Source: an optimization exercise on an open RTL-to-GDS flow (aim: small area). Production flows keep margins and buffers that such runs may drop.
Only simulation tests tie the RTL to the original design; equivalence was not proved.
Power figures rest on the tool's default switching activity, not on a simulated workload.

// MouseHandler
module MouseHandler(clk,rst,ps2_c_in,ps2_d_in,ps2_c_oe,ps2_d_oe,ps2_d_out,XMouseVGA,YMouseVGA,Botones);
export LEC_CHECK = 0
export CAP_MARGIN = 20
export CORE_MARGIN = 2
export CORE_UTILIZATION = 60
export SLEW_MARGIN = 20
create_clock -name core_clock -period 10.0 [get_ports {clk}]
standard.sh (not shown) runs the stock make flow with config.mk's settings and CLKGATE_MAP_FILE= SYNTH_SCRIPT=/design/flow/synth_recipe.tcl, a recipe that flattens the netlist after the stock synthesis.
==> flow/flow/run.sh <==
#!/bin/bash
# The standard layout with these changes:
#  * after the standard synthesis, the combinational logic is re-mapped by
#    ABC for area (flip-flops, adder and tie cells kept as they are), the
#    result is proven equivalent to the standard netlist, and combinational
#    cells are set to their smallest drive strength;
#  * port buffers use the smallest buffer cell (sky130_fd_sc_hd__buf_1);
#  * clock tree built from clkbuf_4 without dummy loads.
set -euo pipefail
export PATH=$PATH:/OpenROAD-flow-scripts/tools/install/yosys/bin
export BUFFER_PORTS_ARGS="-buffer_cell sky130_fd_sc_hd__buf_1"
export CTS_ARGS="-sink_clustering_enable -repair_clock_nets -dont_use_dummy_load -buf_list sky130_fd_sc_hd__clkbuf_4"
R=$PWD/orfs/results/$FLOW_PLATFORM/MouseHandler/base
LIB=$FLOW_HOME/platforms/$FLOW_PLATFORM/lib/sky130_fd_sc_hd__tt_025C_1v80.lib
bash standard.sh $R/1_2_yosys.v > synth_flow.log 2>&1
cp $R/1_2_yosys.v standard_synth.v
bash flow/reabc.sh $R/1_2_yosys.v $LIB > reabc.log 2>&1
python3 flow/downsize.py $R/1_2_yosys.v $LIB > downsize.log 2>&1
bash flow/eqcheck.sh standard_synth.v $R/1_2_yosys.v $LIB > eqcheck.log 2>&1
bash standard.sh finish > standard_flow.log 2>&1
==> flow/flow/reabc.sh <==
#!/bin/bash
# Re-map the combinational logic of the standard synthesis netlist with ABC
# for area. Flip-flops, adder cells and tie cells are kept as they are (same
# instances, names and cell types). Three ABC scripts are tried and the
# smallest result is kept. Usage: reabc.sh NETLIST LIB
set -euo pipefail
NET=$1; LIB=$2
DONTUSE=$(grep -o 'cell *( *"\?sky130_fd_sc_hd__\(lpflow\|probe\)[a-z0-9_]*' "$LIB" | sed 's/.*(\s*"\?/-dont_use /' | sort -u | tr '\n' ' ')
KEEP=$(grep -o 'sky130_fd_sc_hd__[a-z0-9_]*' "$NET" | sort -u | grep -E '__(e|s)?df|__sedf|__dl|__fa_|__ha_|__conb' | tr '\n' ' ')
SCRIPTS=(
  "+strash;dc2;dch,-f;map,-a;strash;dc2;dch,-f;map,-a;topo"
  "+strash;dc2;dch,-f;amap;strash;dc2;dch,-f;amap;topo"
  "+strash;dc2;dch,-f;&get,-n;&nf,-R,1000,-p;&put;topo"
)
best=""; best_area=""
for i in "${!SCRIPTS[@]}"; do
cat > reabc_$i.ys <<EOT
read_liberty -ignore_miss_func $LIB
read_verilog $NET
hierarchy -check -top $FLOW_TOP
blackbox $KEEP
flatten
rename -hide w:*.*
opt -purge
abc -liberty $LIB $DONTUSE -script ${SCRIPTS[$i]}
read_liberty -lib $LIB
hierarchy -top $FLOW_TOP
opt_clean -purge
splitnets
opt_clean -purge
hilomap -singleton -hicell sky130_fd_sc_hd__conb_1 HI -locell sky130_fd_sc_hd__conb_1 LO
insbuf -buf sky130_fd_sc_hd__buf_4 A X
check -assert -mapped
tee -o reabc_stat_$i.txt stat -liberty $LIB
write_verilog -noattr -nohex -nodec -selected $NET.reabc_$i
EOT
  if yosys -s reabc_$i.ys > reabc_$i.log 2>&1; then
    a=$(grep -o "Chip area for module .*: [0-9.]*" reabc_stat_$i.txt | awk '{print $NF}')
    echo "script $i area $a"
    if [[ -z "$best" ]] || awk "BEGIN{exit !($a < $best_area)}"; then best=$i; best_area=$a; fi
  else
    echo "script $i failed"
  fi
done
[[ -n "$best" ]]
echo "kept script $best area $best_area"
mv $NET.reabc_$best $NET
Other scripts of this flow, unchanged in this note and not shown: flow/flow/downsize.py, flow/flow/eqcheck.sh
The starting point ran to the end with no violations.
==> next run, changes <==
--- a/flow/flow/run.sh
+++ b/flow/flow/run.sh
@@ -4 +4 @@
-#    ABC for area (flip-flops, adder and tie cells kept as they are), the
+#    ABC for area (flip-flops, full-adder and tie cells kept as they are), the
--- a/flow/flow/reabc.sh
+++ b/flow/flow/reabc.sh
@@ -3 +3 @@
-# for area. Flip-flops, adder cells and tie cells are kept as they are (same
+# for area. Flip-flops, full-adder cells and tie cells are kept as they are (same
@@ -9 +9 @@
-KEEP=$(grep -o 'sky130_fd_sc_hd__[a-z0-9_]*' "$NET" | sort -u | grep -E '__(e|s)?df|__sedf|__dl|__fa_|__ha_|__conb' | tr '\n' ' ')
+KEEP=$(grep -o 'sky130_fd_sc_hd__[a-z0-9_]*' "$NET" | sort -u | grep -E '__(e|s)?df|__sedf|__dl|__fa_|__conb' | tr '\n' ' ')
Hold slack gains 0.026 ns.
Die area fell by 1.2%.
Final area drops by about 0.9%.
Worst setup slack improves by 0.12 ns.
Clock skew went down by 0.0051 ns.
Maximum frequency came out higher by about 2.5%.
Sequential share of layout area goes up by 0.49 points.

========
MouseHandler, a different RTL version from the one above (not shown whole).
Size: ~30 I/O pins.
clock: 10.0 ns
lec_check: 0
cap_margin: 20
core_margin: 2
core_utilization: 40
slew_margin: 20
==> flow/flow/run.sh <==
#!/bin/bash
set -euo pipefail
export BUFFER_PORTS_ARGS="-buffer_cell sky130_fd_sc_hd__buf_1"
export CTS_ARGS="-sink_clustering_enable -repair_clock_nets -dont_use_dummy_load -buf_list sky130_fd_sc_hd__clkbuf_4"
bash standard.sh finish > standard_flow.log 2>&1
==> next run, changes <==
==> flow/flow/run.sh (replaced) <==
#!/bin/bash
set -euo pipefail
export BUFFER_PORTS_ARGS="-buffer_cell sky130_fd_sc_hd__buf_1"
export CTS_ARGS="-sink_clustering_enable -repair_clock_nets -dont_use_dummy_load -buf_list sky130_fd_sc_hd__clkbuf_16 -sink_clustering_size 64 -sink_clustering_max_diameter 300"
bash standard.sh finish > standard_flow.log 2>&1
Outcome:
- die area does not change
- utilization is higher by 2.2 points
- final area grows by a few percent
- routed wire length rises slightly
- register-to-register slack barely changes
- final cell count does not change
- total power increases by a quarter to a third
- sequential power hardly moves
- first-iteration DRC count is lower slightly
- clock-buffer cell count stays the same
==> next run, changes <==
==> flow/flow/run.sh (replaced) <==
#!/bin/bash
# The standard layout with three changes:
#  * port buffers use the smallest buffer cell (sky130_fd_sc_hd__buf_1);
#  * the synthesized netlist's combinational cells are set to their smallest
#    drive strength before floorplanning (flip-flops untouched);
#  * clock tree built from clkbuf_4 without dummy loads.
set -euo pipefail
export BUFFER_PORTS_ARGS="-buffer_cell sky130_fd_sc_hd__buf_1"
export CTS_ARGS="-sink_clustering_enable -repair_clock_nets -dont_use_dummy_load -buf_list sky130_fd_sc_hd__clkbuf_4"
R=$PWD/orfs/results/$FLOW_PLATFORM/MouseHandler/base
bash standard.sh $R/1_2_yosys.v > synth_flow.log 2>&1
python3 flow/downsize.py $R/1_2_yosys.v $FLOW_HOME/platforms/$FLOW_PLATFORM/lib/sky130_fd_sc_hd__tt_025C_1v80.lib > downsize.log 2>&1
bash standard.sh finish > standard_flow.log 2>&1
==> flow/flow/downsize.py (new file) <==
#!/usr/bin/env python3
"""Replace each combinational cell of the synthesis netlist by the smallest
drive-strength variant of the same function in the library, when that is
smaller. Flip-flops are left as synthesis made them.
Usage: downsize.py NETLIST LIB"""
import re, sys
net, lib = sys.argv[1], sys.argv[2]
txt = open(lib).read()
area = {}
ms = list(re.finditer(r'cell\s*\(\s*"?(sky130_fd_sc_hd__\w+?)"?\s*\)', txt))
for i, m in enumerate(ms):
    end = ms[i + 1].start() if i + 1 < len(ms) else len(txt)
    a = re.search(r'area\s*:\s*([\d.]+)', txt[m.end():end])
    if a:
        area[m.group(1)] = float(a.group(1))
best = {}
for c, a in area.items():
    mm = re.match(r'(sky130_fd_sc_hd__[a-z0-9]+)_(\d+)$', c)
    if mm and 'lpflow' not in c:
        b = mm.group(1)
        if b not in best or a < area[best[b]]:
            best[b] = c
src = open(net).read()
count = {}
def sub(m):
    cell, base = m.group(0), m.group(1)
    kind = base.replace('sky130_fd_sc_hd__', '')
    if re.match(r'(e|s)?df|sedf|dl|clk|conb|tap|fill|decap', kind) or cell not in area:
        return cell
    cand = best.get(base, cell)
    if area[cand] < area[cell]:
        count[cell + ' -> ' + cand] = count.get(cell + ' -> ' + cand, 0) + 1
        return cand
    return cell
src = re.sub(r'\b(sky130_fd_sc_hd__[a-z0-9]+)_(\d+)\b(?=\s+\S+\s*\()', sub, src)
open(net, 'w').write(src)
for k, v in sorted(count.items()):
    print(v, k)
Settings changed: CORE_UTILIZATION 40 to 75.
Sequential power is about the same; worst setup slack degrades by 0.025 ns; power drops by 22%; utilization climbs by 38 points; routed wire length climbs by 5.6%; cell count drops by 14%; design area drops by 7.8%.
==> next run, changes <==
==> flow/flow/run.sh (replaced) <==
#!/bin/bash
set -euo pipefail
export BUFFER_PORTS_ARGS="-buffer_cell sky130_fd_sc_hd__buf_1"
bash standard.sh finish > standard_flow.log 2>&1
Settings changed: CORE_UTILIZATION 75 to 40, CTS_BUF_LIST set to sky130_fd_sc_hd__clkbuf_8.
removed: flow/flow/downsize.py
What happened: The new run finished with timing, DRC and antenna clean; setup slack improved by 0.023 ns; cell area is higher by 7.3%; routed wire length falls by 5.6%; sequential power stays flat; hold slack improved by 0.0099 ns.
==> next run, changes <==
==> flow/flow/run.sh (replaced) <==
#!/bin/bash
# The standard layout with three changes:
#  * port buffers use the smallest buffer cell (sky130_fd_sc_hd__buf_1);
#  * the synthesized netlist's combinational cells are set to their smallest
#    drive strength before floorplanning (flip-flops untouched);
#  * clock tree built from clkbuf_4 without dummy loads.
set -euo pipefail
export BUFFER_PORTS_ARGS="-buffer_cell sky130_fd_sc_hd__buf_1"
export CTS_ARGS="-sink_clustering_enable -repair_clock_nets -dont_use_dummy_load -buf_list sky130_fd_sc_hd__clkbuf_4"
R=$PWD/orfs/results/$FLOW_PLATFORM/MouseHandler/base
bash standard.sh $R/1_2_yosys.v > synth_flow.log 2>&1
python3 flow/downsize.py $R/1_2_yosys.v $FLOW_HOME/platforms/$FLOW_PLATFORM/lib/sky130_fd_sc_hd__tt_025C_1v80.lib > downsize.log 2>&1
bash standard.sh finish > standard_flow.log 2>&1
==> flow/flow/downsize.py (new file) <==
#!/usr/bin/env python3
"""Replace each combinational cell of the synthesis netlist by the smallest
drive-strength variant of the same function in the library, when that is
smaller. Flip-flops are left as synthesis made them.
Usage: downsize.py NETLIST LIB"""
import re, sys
net, lib = sys.argv[1], sys.argv[2]
txt = open(lib).read()
area = {}
ms = list(re.finditer(r'cell\s*\(\s*"?(sky130_fd_sc_hd__\w+?)"?\s*\)', txt))
for i, m in enumerate(ms):
    end = ms[i + 1].start() if i + 1 < len(ms) else len(txt)
    a = re.search(r'area\s*:\s*([\d.]+)', txt[m.end():end])
    if a:
        area[m.group(1)] = float(a.group(1))
best = {}
for c, a in area.items():
    mm = re.match(r'(sky130_fd_sc_hd__[a-z0-9]+)_(\d+)$', c)
    if mm and 'lpflow' not in c:
        b = mm.group(1)
        if b not in best or a < area[best[b]]:
            best[b] = c
src = open(net).read()
count = {}
def sub(m):
    cell, base = m.group(0), m.group(1)
    kind = base.replace('sky130_fd_sc_hd__', '')
    if re.match(r'(e|s)?df|sedf|dl|clk|conb|tap|fill|decap', kind) or cell not in area:
        return cell
    cand = best.get(base, cell)
    if area[cand] < area[cell]:
        count[cell + ' -> ' + cand] = count.get(cell + ' -> ' + cand, 0) + 1
        return cand
    return cell
src = re.sub(r'\b(sky130_fd_sc_hd__[a-z0-9]+)_(\d+)\b(?=\s+\S+\s*\()', sub, src)
open(net, 'w').write(src)
for k, v in sorted(count.items()):
    print(v, k)
Settings changed: CORE_UTILIZATION 40 to 60, CTS_BUF_LIST sky130_fd_sc_hd__clkbuf_8 to unset, PLACE_DENSITY set to 0.8.
Effect:
- The changed run finished with timing, DRC and antenna clean
- worst hold slack is worse by 0.0073 ns
- clock-buffer cell count is lower by 1
- via count came out lower by 1.5%
- worst setup slack loses 0.043 ns
- synthesized area went down by 1.4%

## afterwards: timing with drivers on the ports
No port has a modelled driver above. Below, the same layouts with a new extraction and two added sets of constraints. Step 1 sets driving cells, clkbuf_16 on the clock port and buf_2 on the other inputs (assumed; they add their load-dependent delay and slew). Step 2, shift: input delay + t, output delay - t, t = (earliest + latest rising clock arrival at the registers) / 2. This alone moves slack from input paths to output paths. Slacks: ideal / step 1 / step 2; pairs: ideal / step 1.
run	shift t [ns]	setup WS [ns]	pins driven straight from the clock port
the first run of note 1	0.409	5.303 / 5.303 / 5.303	1
the second run of note 1	0.409	5.419 / 5.419 / 5.419	1
the first run of note 2	0.411	5.416 / 5.416 / 5.416	1
the second run of note 2	0.348	5.425 / 5.425 / 5.425	1
the third run of note 2	0.409	5.400 / 5.400 / 5.400	1
the fourth run of note 2	0.362	5.422 / 5.422 / 5.422	1
the fifth run of note 2	0.410	5.379 / 5.379 / 5.379	1
After both steps every run listed still meets setup and hold.
